This is an optimization exercise on Yosys and OpenROAD, whose aim is small area, not a production implementation. Where RTL was checked, it was by simulation tests only, not by an equivalence proof against the original.

==> flow/design.v (excerpt) <==
module FIR_pipeline #(
   parameter N_taps = 33
)(
   input  clk,
   input  reset_n,
   input  [23:0] data_in,
   output [23:0] data_out
);
Size in the first run: ~3900 cells after synthesis, roughly 820 flip-flops, ~0.079 sq mm of cells after synthesis.
clock: 13.0 ns
lec_check: 0
cap_margin: 20
core_margin: 2
core_utilization: 50
slew_margin: 20
synth_hierarchical: 1
synth_minimum_keep_size: 0
run.sh (not shown) runs the stock make flow with config.mk's settings and CLKGATE_MAP_FILE= SYNTH_SCRIPT=/design/flow/synth_recipe.tcl, a recipe that flattens the netlist after the stock synthesis.
Edit:
- CORE_UTILIZATION: 50 -> 60
- CTS_BUF_LIST: not set -> sky130_fd_sc_hd__clkbuf_4 sky130_fd_sc_hd__clkbuf_8
- GPL_TIMING_DRIVEN: not set -> 0
Outcome: Critical path depth drops by 5; wire length decreases by 1.6%; clock-buffer cell count rises by 79; die area shrinks by 17%; utilization rises by 10 points; design area decreases by 1.9%.
No functional check of the RTL was part of any run of this note.


Another version of the RTL of FIR_pipeline (not shown whole).
Size: ~3,700 cells after synthesis, about 830 flip-flops, ~50 I/O pins.
make LEC_CHECK=0 CAP_MARGIN=20 CORE_MARGIN=2 CORE_UTILIZATION=60 CTS_BUF_LIST=sky130_fd_sc_hd__clkbuf_16 CTS_CLUSTER_DIAMETER=100 CTS_CLUSTER_SIZE=25 GPL_TIMING_DRIVEN=0 SLEW_MARGIN=20 SYNTH_HIERARCHICAL=1 SYNTH_MINIMUM_KEEP_SIZE=0 finish   # period 13.0 ns
The first run completed with no timing, DRC or antenna violations.
Then changed:
==> flow/flow/run.sh (new file) <==
#!/bin/bash
set -euo pipefail
cat >> config.mk <<'EOT'
export BUFFER_PORTS_ARGS = -buffer_cell sky130_fd_sc_hd__buf_2
export CTS_ARGS = -sink_clustering_enable -repair_clock_nets -dont_use_dummy_load -sink_clustering_size 25 -sink_clustering_max_diameter 100 -buf_list sky130_fd_sc_hd__clkbuf_16
EOT
bash standard.sh > standard.log 2>&1
==> flow/standard.sh (new file) <==
#!/bin/bash
# synth_recipe.tcl (not shown) runs the flow's synth.tcl, then flattens the netlist and writes it again
# the make line also repeats each setting of config.mk as NAME=value (left out here)
make -C /OpenROAD-flow-scripts/flow DESIGN_CONFIG=/design/flow/config.mk WORK_HOME=/design/flow/orfs CLKGATE_MAP_FILE= SYNTH_SCRIPT=/design/flow/synth_recipe.tcl "${@:-finish}"
BUFFER_PORTS_ARGS = -buffer_cell sky130_fd_sc_hd__buf_2   (was not set)
CTS_ARGS = -sink_clustering_enable -repair_clock_nets -dont_use_dummy_load -sink_clustering_size 25 -sink_clustering_max_diameter 100 -buf_list sky130_fd_sc_hd__clkbuf_16   (was not set)
removed: flow/run.sh
Effect: Clock-buffer cell count is unchanged; cell count came out lower by 0.36%; setup slack is better by 0.019 ns.
Then changed:
--- a/flow/flow/run.sh
+++ b/flow/flow/run.sh
@@ -4 +3,0 @@
-export BUFFER_PORTS_ARGS = -buffer_cell sky130_fd_sc_hd__buf_2
BUFFER_PORTS_ARGS = not set   (was -buffer_cell sky130_fd_sc_hd__buf_2)
Fmax stays flat.
Via count is about the same.
Sequential share of layout area stays flat.
Utilization rises by 0.18 points.
Setup slack gets better by 0.0056 ns.
Sequential cell count does not change.
Clock skew falls by 0.0099 ns.
Critical path depth is unchanged.
Cell area barely changes.
Synthesized cell count does not change.
Then changed:
--- a/flow/flow/run.sh
+++ b/flow/flow/run.sh
@@ -3,0 +4 @@
+export BUFFER_PORTS_ARGS = -buffer_cell sky130_fd_sc_hd__buf_2
BUFFER_PORTS_ARGS = -buffer_cell sky130_fd_sc_hd__buf_2   (was not set)
CORE_UTILIZATION = 70   (was 60)
- The changed run passed the timing, design-rule and antenna checks
- core utilization is higher by 9.9 points
- synthesized area stays the same
- first-iteration DRC count went up by about 30%
- via count rose by 4.2%
- non-clock buffer count is unchanged


Setup of v31:
FIR_pipeline, a different RTL version from the one above (not shown whole).
Size in the first run: roughly 3800 cells after synthesis, ~830 flip-flops, ~50 I/O pins.
export LEC_CHECK = 0
export CAP_MARGIN = 20
export CORE_MARGIN = 2
export CORE_UTILIZATION = 60
export CTS_BUF_LIST = sky130_fd_sc_hd__clkbuf_8
export CTS_CLUSTER_DIAMETER = 60
export CTS_CLUSTER_SIZE = 14
export GPL_TIMING_DRIVEN = 0
export SLEW_MARGIN = 20
export SYNTH_HIERARCHICAL = 1
export SYNTH_MINIMUM_KEEP_SIZE = 0
create_clock -name core_clock -period 13.0 [get_ports {clk}]
Stock flow here: none of the scripts above is used.
v31 | stages: all done | timing, DRC, antenna: all pass
The inputs of v4 differ from those of v31 as listed below.
Settings: CTS_CLUSTER_DIAMETER: 60 -> 100; CTS_CLUSTER_SIZE: 14 -> 25; CTS_BUF_LIST: sky130_fd_sc_hd__clkbuf_8 -> sky130_fd_sc_hd__clkbuf_16.
Results
v4 ends up with higher hold slack than v31 does. v4 against v31: final-layout non-clock buffer area share about even, overall via count from detail_route has decreased, routed wire length shows no meaningful change, met1 layer usage reported by global route now sits lower, fmax fell 0.45%. Relative to v31, the final cell area reported for v4 is lower. The higher area growth from synthesis to layout of v31 and v4 is in v31. v4: PASS, flow complete, no timing, DRC or antenna violations.


FIR_pipeline, a different RTL version from the one above (not shown whole).
Size in the first run: roughly 3800 cells after synthesis, ~73000 sq um of cells after synthesis.
==> flow/config.mk <==
export PLATFORM = sky130hd
export DESIGN_NAME = FIR_pipeline
export DESIGN_NICKNAME = FIR_pipeline
export VERILOG_FILES = /design/flow/design.v
export SDC_FILE = /design/flow/constraint.sdc
export NUM_CORES = 4
export LEC_CHECK = 0
export CAP_MARGIN = 20
export CORE_MARGIN = 2
export CORE_UTILIZATION = 60
export CTS_BUF_LIST = sky130_fd_sc_hd__clkbuf_16
export CTS_CLUSTER_DIAMETER = 100
export CTS_CLUSTER_SIZE = 25
export GPL_TIMING_DRIVEN = 0
export SLEW_MARGIN = 20
export SYNTH_HIERARCHICAL = 1
export SYNTH_MINIMUM_KEEP_SIZE = 0
export BUFFER_PORTS_ARGS = -buffer_cell sky130_fd_sc_hd__buf_1
export CTS_ARGS = -sink_clustering_enable -repair_clock_nets -dont_use_dummy_load -sink_clustering_size 25 -sink_clustering_max_diameter 100 -buf_list sky130_fd_sc_hd__clkbuf_16
==> flow/constraint.sdc <==
create_clock -name core_clock -period 13.0 [get_ports {clk}]
set_input_delay 2.6000 -clock core_clock [delete_from_list [all_inputs] [get_ports {clk}]]
set_output_delay 2.6000 -clock core_clock [all_outputs]
set_load 0.01 [all_outputs]
standard.sh (not shown) runs the stock make flow with config.mk's settings and CLKGATE_MAP_FILE= SYNTH_SCRIPT=/design/flow/synth_recipe.tcl, a recipe that flattens the netlist after the stock synthesis.
==> flow/flow/run.sh <==
#!/bin/bash
set -euo pipefail
cat >> config.mk <<'EOT'
export BUFFER_PORTS_ARGS = -buffer_cell sky130_fd_sc_hd__buf_1
export CTS_ARGS = -sink_clustering_enable -repair_clock_nets -dont_use_dummy_load -sink_clustering_size 25 -sink_clustering_max_diameter 100 -buf_list sky130_fd_sc_hd__clkbuf_16
EOT
bash standard.sh > standard.log 2>&1
The baseline finished clean.
Change:
==> flow/run.sh (new file) <==
#!/bin/bash
# synth_recipe.tcl (not shown) runs the flow's synth.tcl, then flattens the netlist and writes it again
# the make line also repeats each setting of config.mk as NAME=value (left out here)
make -C /OpenROAD-flow-scripts/flow DESIGN_CONFIG=/design/flow/config.mk WORK_HOME=/design/flow/orfs CLKGATE_MAP_FILE= SYNTH_SCRIPT=/design/flow/synth_recipe.tcl finish
- BUFFER_PORTS_ARGS: -buffer_cell sky130_fd_sc_hd__buf_1 -> not set
- CTS_ARGS: -sink_clustering_enable -repair_clock_nets -dont_use_dummy_load -sink_clustering_size 25 -sink_clustering_max_diameter 100 -buf_list sky130_fd_sc_hd__clkbuf_16 -> not set
removed: flow/flow/run.sh
removed: flow/standard.sh
Cell area rose slightly.
Sequential share of layout area fell by 0.11 points.
Flip-flop and latch count is unchanged.
Routed wire length fell by a few percent.
Function was not checked in any run of this note: the RTL went through the layout flow alone.

[separate check: timing with driven ports]
The flow's constraints put no driver on any port. The routed layouts listed below were extracted and timed again, unchanged, in two steps.
Step 1 sets driving cells, clkbuf_16 on the clock port and buf_2 on the other inputs (assumed; they add their load-dependent delay and slew).
Step 2 times the ports against the registers' clock, not the clock port: input delays grow and output delays shrink by t, the midpoint of the rising clock arrivals with the driver on.
Slacks: ideal ports / drivers / drivers and shift; pairs: ideal ports / drivers.
run	t (ns)	setup WS [ns]	worst setup path after step 2	latest minus earliest clock arrival (ns)	worst data-port slew with drivers (ns)
the first run of note 1	0.825	0.533 / 0.533 / 0.533	register to register	0.072 / 0.072	0.06
the second run of note 1	1.028	0.119 / 0.119 / 0.119	register to register	0.085 / 0.085	0.06
the first run of note 2	0.746	0.519 / 0.519 / 0.519	register to register	0.047 / 0.047	0.05
the second run of note 2	0.720	0.537 / 0.537 / 0.537	register to register	0.093 / 0.093	0.05
the third run of note 2	0.713	0.543 / 0.543 / 0.543	register to register	0.095 / 0.095	0.05
the fourth run of note 2	0.739	0.452 / 0.452 / 0.452	register to register	0.091 / 0.092	0.05
v31	0.943	0.503 / 0.503 / 0.503	register to register	0.086 / 0.085	0.05
v4	0.782	0.446 / 0.446 / 0.446	register to register	0.060 / 0.061	0.05
the first run of note 4	0.707	0.320 / 0.320 / 0.320	register to register	0.083 / 0.083	0.04
the second run of note 4	0.781	0.323 / 0.323 / 0.323	register to register	0.076 / 0.077	0.05
After both steps setup and hold are still met in every run listed.
